Background: an optimization exercise with open tools, aiming at small area. Do not read the settings as production practice. Function was checked by simulation only, so behaviour that the tests miss may differ from the original.

==> flow/design.v (excerpt) <==
module Sine_wave
    #(
        parameter DATA_WIDTH    = 12,
        parameter ANGLE_WIDTH   = 16
    )(
    input                       clk,
    input                       reset,
    input                       ce,
    input  [DATA_WIDTH:0]       ampl,
    input  [ANGLE_WIDTH-1:0]    step,
    output [DATA_WIDTH:0]    sin_wave,
    output [DATA_WIDTH:0]    cos_wave
);
reg [15:0] angle;
reg [1:0]  state;
wire        up  = ~state[0];    
wire [15:0] op  = step ^ {16{~up}};
wire [8:0]  lo, hi0, hi1;
rotator_rca #(9) alo (.a({1'b0, angle[7:0]}),  .b({1'b0, op[7:0]}),  .ci(~up),  .s(lo));
rotator_rca #(9) ah0 (.a({1'b0, angle[15:8]}), .b({1'b0, op[15:8]}), .ci(1'b0), .s(hi0));
rotator_rca #(9) ah1 (.a({1'b0, angle[15:8]}), .b({1'b0, op[15:8]}), .ci(1'b1), .s(hi1));
wire [8:0]  hi  = lo[8] ? hi1 : hi0;
wire [16:0] sum = {hi[8] ^ ~up, hi[7:0], lo[7:0]};
wire        up_ok = (step > 16'd51315) | (sum < 17'd51315);
wire        dn_ok = ~sum[16] & (|sum[15:0]);
wire        ok    = up ? up_ok : dn_ok;
always @(posedge clk) begin
    if (ce) begin
        if (reset) begin
            state <= 2'd0;
            angle <= 16'd0;
        end else if (ok) begin
            angle <= sum[15:0];
        end else begin
            state <= state + 2'd1;
        end
    end
end
cordic cordic (
    .clk        (clk),
    .rst        (reset),
    .x_i        (ampl),
    .quarter_in (state),
    .theta_i    (angle),
    .sin_o      (sin_wave),
    .cos_o      (cos_wave)
);
endmodule
==> flow/config.mk <==
export PLATFORM = sky130hd
export DESIGN_NAME = Sine_wave
export DESIGN_NICKNAME = Sine_wave
export VERILOG_FILES = /design/flow/design.v
export SDC_FILE = /design/flow/constraint.sdc
export NUM_CORES = 4
export LEC_CHECK = 0
export CAP_MARGIN = 20
export CORE_MARGIN = 2
export CORE_UTILIZATION = 65
export CTS_BUF_LIST = sky130_fd_sc_hd__clkbuf_8
export CTS_CLUSTER_DIAMETER = 50
export CTS_CLUSTER_SIZE = 20
export SLEW_MARGIN = 20
export CTS_ARGS = -sink_clustering_enable -repair_clock_nets -dont_use_dummy_load -buf_list sky130_fd_sc_hd__clkbuf_8 -sink_clustering_size 20 -sink_clustering_max_diameter 50
export BUFFER_PORTS_ARGS = -buffer_cell sky130_fd_sc_hd__buf_2
export RECOVER_POWER = 100
==> flow/constraint.sdc <==
create_clock -name core_clock -period 5.0 [get_ports {clk}]
set_input_delay 1.0000 -clock core_clock [delete_from_list [all_inputs] [get_ports {clk}]]
set_output_delay 1.0000 -clock core_clock [all_outputs]
set_load 0.01 [all_outputs]
standard.sh (not shown) runs the stock make flow with config.mk's settings and CLKGATE_MAP_FILE= SYNTH_SCRIPT=/design/flow/synth_recipe.tcl, a recipe that flattens the netlist after the stock synthesis.
==> flow/flow/run.sh <==
#!/bin/bash
set -euo pipefail
{
  echo 'export CTS_ARGS = -sink_clustering_enable -repair_clock_nets -dont_use_dummy_load -buf_list sky130_fd_sc_hd__clkbuf_8 -sink_clustering_size 20 -sink_clustering_max_diameter 50'
  echo 'export BUFFER_PORTS_ARGS = -buffer_cell sky130_fd_sc_hd__buf_2'
  echo 'export RECOVER_POWER = 100'
} >> config.mk
bash standard.sh > standard_flow.log 2>&1
Rerun with:
--- a/flow/design.v
+++ b/flow/design.v
@@ -61,55 +61,73 @@
 begin
     sgn = s ^ (~w[3] & w[2] & a1) ^ (w[3] & a0);
 end
 endfunction
 function [3:0] step;
     input [3:0] w;
     input       s, up;
+    reg   [3:0] p;
 begin
-    step = s ? (up ? w + 4'd1 : w - 4'd1) : w;
+    p[0] = s;
+    p[1] = p[0] & ~(w[0] ^ up);
+    p[2] = p[1] & ~(w[1] ^ up);
+    p[3] = p[2] & ~(w[2] ^ up);
+    step = w ^ p;
 end
 endfunction
 wire [3:0] wx0 = {2'b00, x_i[1:0]}, wy0 = {2'b00, y_i[1:0]};
 wire [3:0] wx1 = step(wx0, y_i[12],  d[3]);
 wire [3:0] wy1 = step(wy0, x_i[12], ~d[3]);
 wire sx1 = sgn(x_i[12], xa1, xa0, wx1), sy1 = sgn(y_i[12], ya1, ya0, wy1);
 wire [3:0] wx2 = step(wx1, sy1,  d[2]);
 wire [3:0] wy2 = step(wy1, sx1, ~d[2]);
 wire sx2 = sgn(x_i[12], xa1, xa0, wx2), sy2 = sgn(y_i[12], ya1, ya0, wy2);
 wire [3:0] wx3 = step(wx2, sy2,  d[1]);
 wire [3:0] wy3 = step(wy2, sx2, ~d[1]);
 wire sx3 = sgn(x_i[12], xa1, xa0, wx3), sy3 = sgn(y_i[12], ya1, ya0, wy3);
 wire [3:0] wx4 = step(wx3, sy3,  d[0]);
 wire [3:0] wy4 = step(wy3, sx3, ~d[0]);
-assign kc = nc ? 5'd4 - {wx4[3], wx4} : {wx4[3], wx4};
-assign ks = ns ? 5'd4 - {wy4[3], wy4} : {wy4[3], wy4};
+rotator_rca #(5) akc (.a({wx4[3], wx4} ^ {5{nc}}), .b({2'b00, nc, 1'b0, nc}), .ci(1'b0), .s(kc));
+rotator_rca #(5) aks (.a({wy4[3], wy4} ^ {5{ns}}), .b({2'b00, ns, 1'b0, ns}), .ci(1'b0), .s(ks));
 endmodule
 module cordic (
     input         clk,
     input         rst,
     input  [12:0] x_i,
     input  [1:0]  quarter_in,
     input  [15:0] theta_i,
     output [12:0] sin_o,
     output [12:0] cos_o
 );
-wire        big = theta_i > 16'd57121;
+function lt16;
+    input [15:0] v;
+    input [15:0] k;
+    integer j;
+    reg r;
+begin
+    r = 1'b0;
+    for (j = 0; j < 16; j = j + 1)
+        r = k[j] ? (~v[j] | r) : (~v[j] & r);
+    lt16 = r;
+end
+endfunction
+wire        big = lt16(16'd57121, theta_i);
 wire [15:0] ang = big ? 16'd57121 : theta_i;
 wire [15:0] z1_sub;
 rotator_rca #(16) az0 (.a(ang), .b(16'd39812), .ci(1'b0), .s(z1_sub));  
 wire        nz  = |theta_i;
 wire        n1v = nz | (x_i == 13'h1000);
-wire        d1v = ~nz | (theta_i >= 16'd25724);    
+wire        d1v = ~nz | ~lt16(theta_i, 16'd25724);    
 wire [12:0] sa0 = {x_i[12], x_i[12:1]};
 wire        mx0 = n1v & d1v;
-wire [3:0]  x2lo_n = {1'b0, x_i[2:0]} + {1'b0, sa0[2:0] ^ {3{mx0}}}
-                     + {3'd0, mx0 | (~n1v & x_i[0])};
-wire [3:0]  y2lo_n = {1'b0, x_i[2:0] ^ {3{~n1v}}} + {1'b0, sa0[2:0] ^ {3{~d1v}}}
-                     + {3'd0, ~d1v | ~n1v};
+wire [3:0]  x2lo_n, y2lo_n;
+rotator_rca #(4) ax0 (.a({1'b0, x_i[2:0]}), .b({1'b0, sa0[2:0] ^ {3{mx0}}}),
+                      .ci(mx0 | (~n1v & x_i[0])), .s(x2lo_n));
+rotator_rca #(4) ay0 (.a({1'b0, x_i[2:0] ^ {3{~n1v}}}), .b({1'b0, sa0[2:0] ^ {3{~d1v}}}),
+                      .ci(~d1v | ~n1v), .s(y2lo_n));
 reg  [9:0]  ah1;      
 reg  [3:0]  x2lo1, y2lo1;    
 reg         n1;
 reg  [15:0] z1;
 reg  [1:0]  q1;
 always @(posedge clk) begin
     ah1   <= x_i[12:3];
@@ -296,15 +314,27 @@
 wire [15:0] op  = step ^ {16{~up}};
 wire [8:0]  lo, hi0, hi1;
 rotator_rca #(9) alo (.a({1'b0, angle[7:0]}),  .b({1'b0, op[7:0]}),  .ci(~up),  .s(lo));
 rotator_rca #(9) ah0 (.a({1'b0, angle[15:8]}), .b({1'b0, op[15:8]}), .ci(1'b0), .s(hi0));
 rotator_rca #(9) ah1 (.a({1'b0, angle[15:8]}), .b({1'b0, op[15:8]}), .ci(1'b1), .s(hi1));
 wire [8:0]  hi  = lo[8] ? hi1 : hi0;
 wire [16:0] sum = {hi[8] ^ ~up, hi[7:0], lo[7:0]};
-wire        up_ok = (step > 16'd51315) | (sum < 17'd51315);
+function lt16;
+    input [15:0] v;
+    input [15:0] k;
+    integer j;
+    reg r;
+begin
+    r = 1'b0;
+    for (j = 0; j < 16; j = j + 1)
+        r = k[j] ? (~v[j] | r) : (~v[j] & r);
+    lt16 = r;
+end
+endfunction
+wire        up_ok = lt16(16'd51315, step) | (sum < 17'd51315);
 wire        dn_ok = ~sum[16] & (|sum[15:0]);
 wire        ok    = up ? up_ok : dn_ok;
 always @(posedge clk) begin
     if (ce) begin
         if (reset) begin
             state <= 2'd0;
             angle <= 16'd0;
The new run finished clean.
Core utilization came out lower by 0.74 points.
Wire length grows by 0.43%.
Synthesized area fell by about 0.7%.
First-iteration DRC count went up by about 30%.
Final area falls by about 1.5%.
Clock-buffer cell count is lower by 4.
Global-route usage went up by 0.64 points.
Flip-flop and latch count is unchanged.
Setup slack is about the same.
Clock skew decreases by 0.010 ns.
Fmax is about the same.

[port drivers added, routing unchanged]
The flow's constraints put no driver on any port. The routed layouts listed below were extracted and timed again, unchanged, in two steps. Step 1 (the two cells are an assumption about what drives the block):
set clk [get_ports {clk}]
set_driving_cell -lib_cell sky130_fd_sc_hd__clkbuf_16 $clk
set_driving_cell -lib_cell sky130_fd_sc_hd__buf_2 [delete_from_list [all_inputs] $clk]
Step 2 times the ports against the registers' clock, not the clock port: input delays grow and output delays shrink by t, the midpoint of the rising clock arrivals with the driver on. a / b / c = ideal ports / drivers / drivers and shift; a / b = the first two.
run	t (ns)	setup slack, ns	pins driven straight from the clock port
the first run	0.645	0.090 / 0.090 / -0.403	1
the second run	0.651	0.093 / 0.093 / -0.329	1
Met with ideal ports but missed after step 2: setup timing in the first run and the second run. For the first run, which loses most, drivers alone change the setup slack by 0.000 ns; drivers and shift together by -0.493 ns.
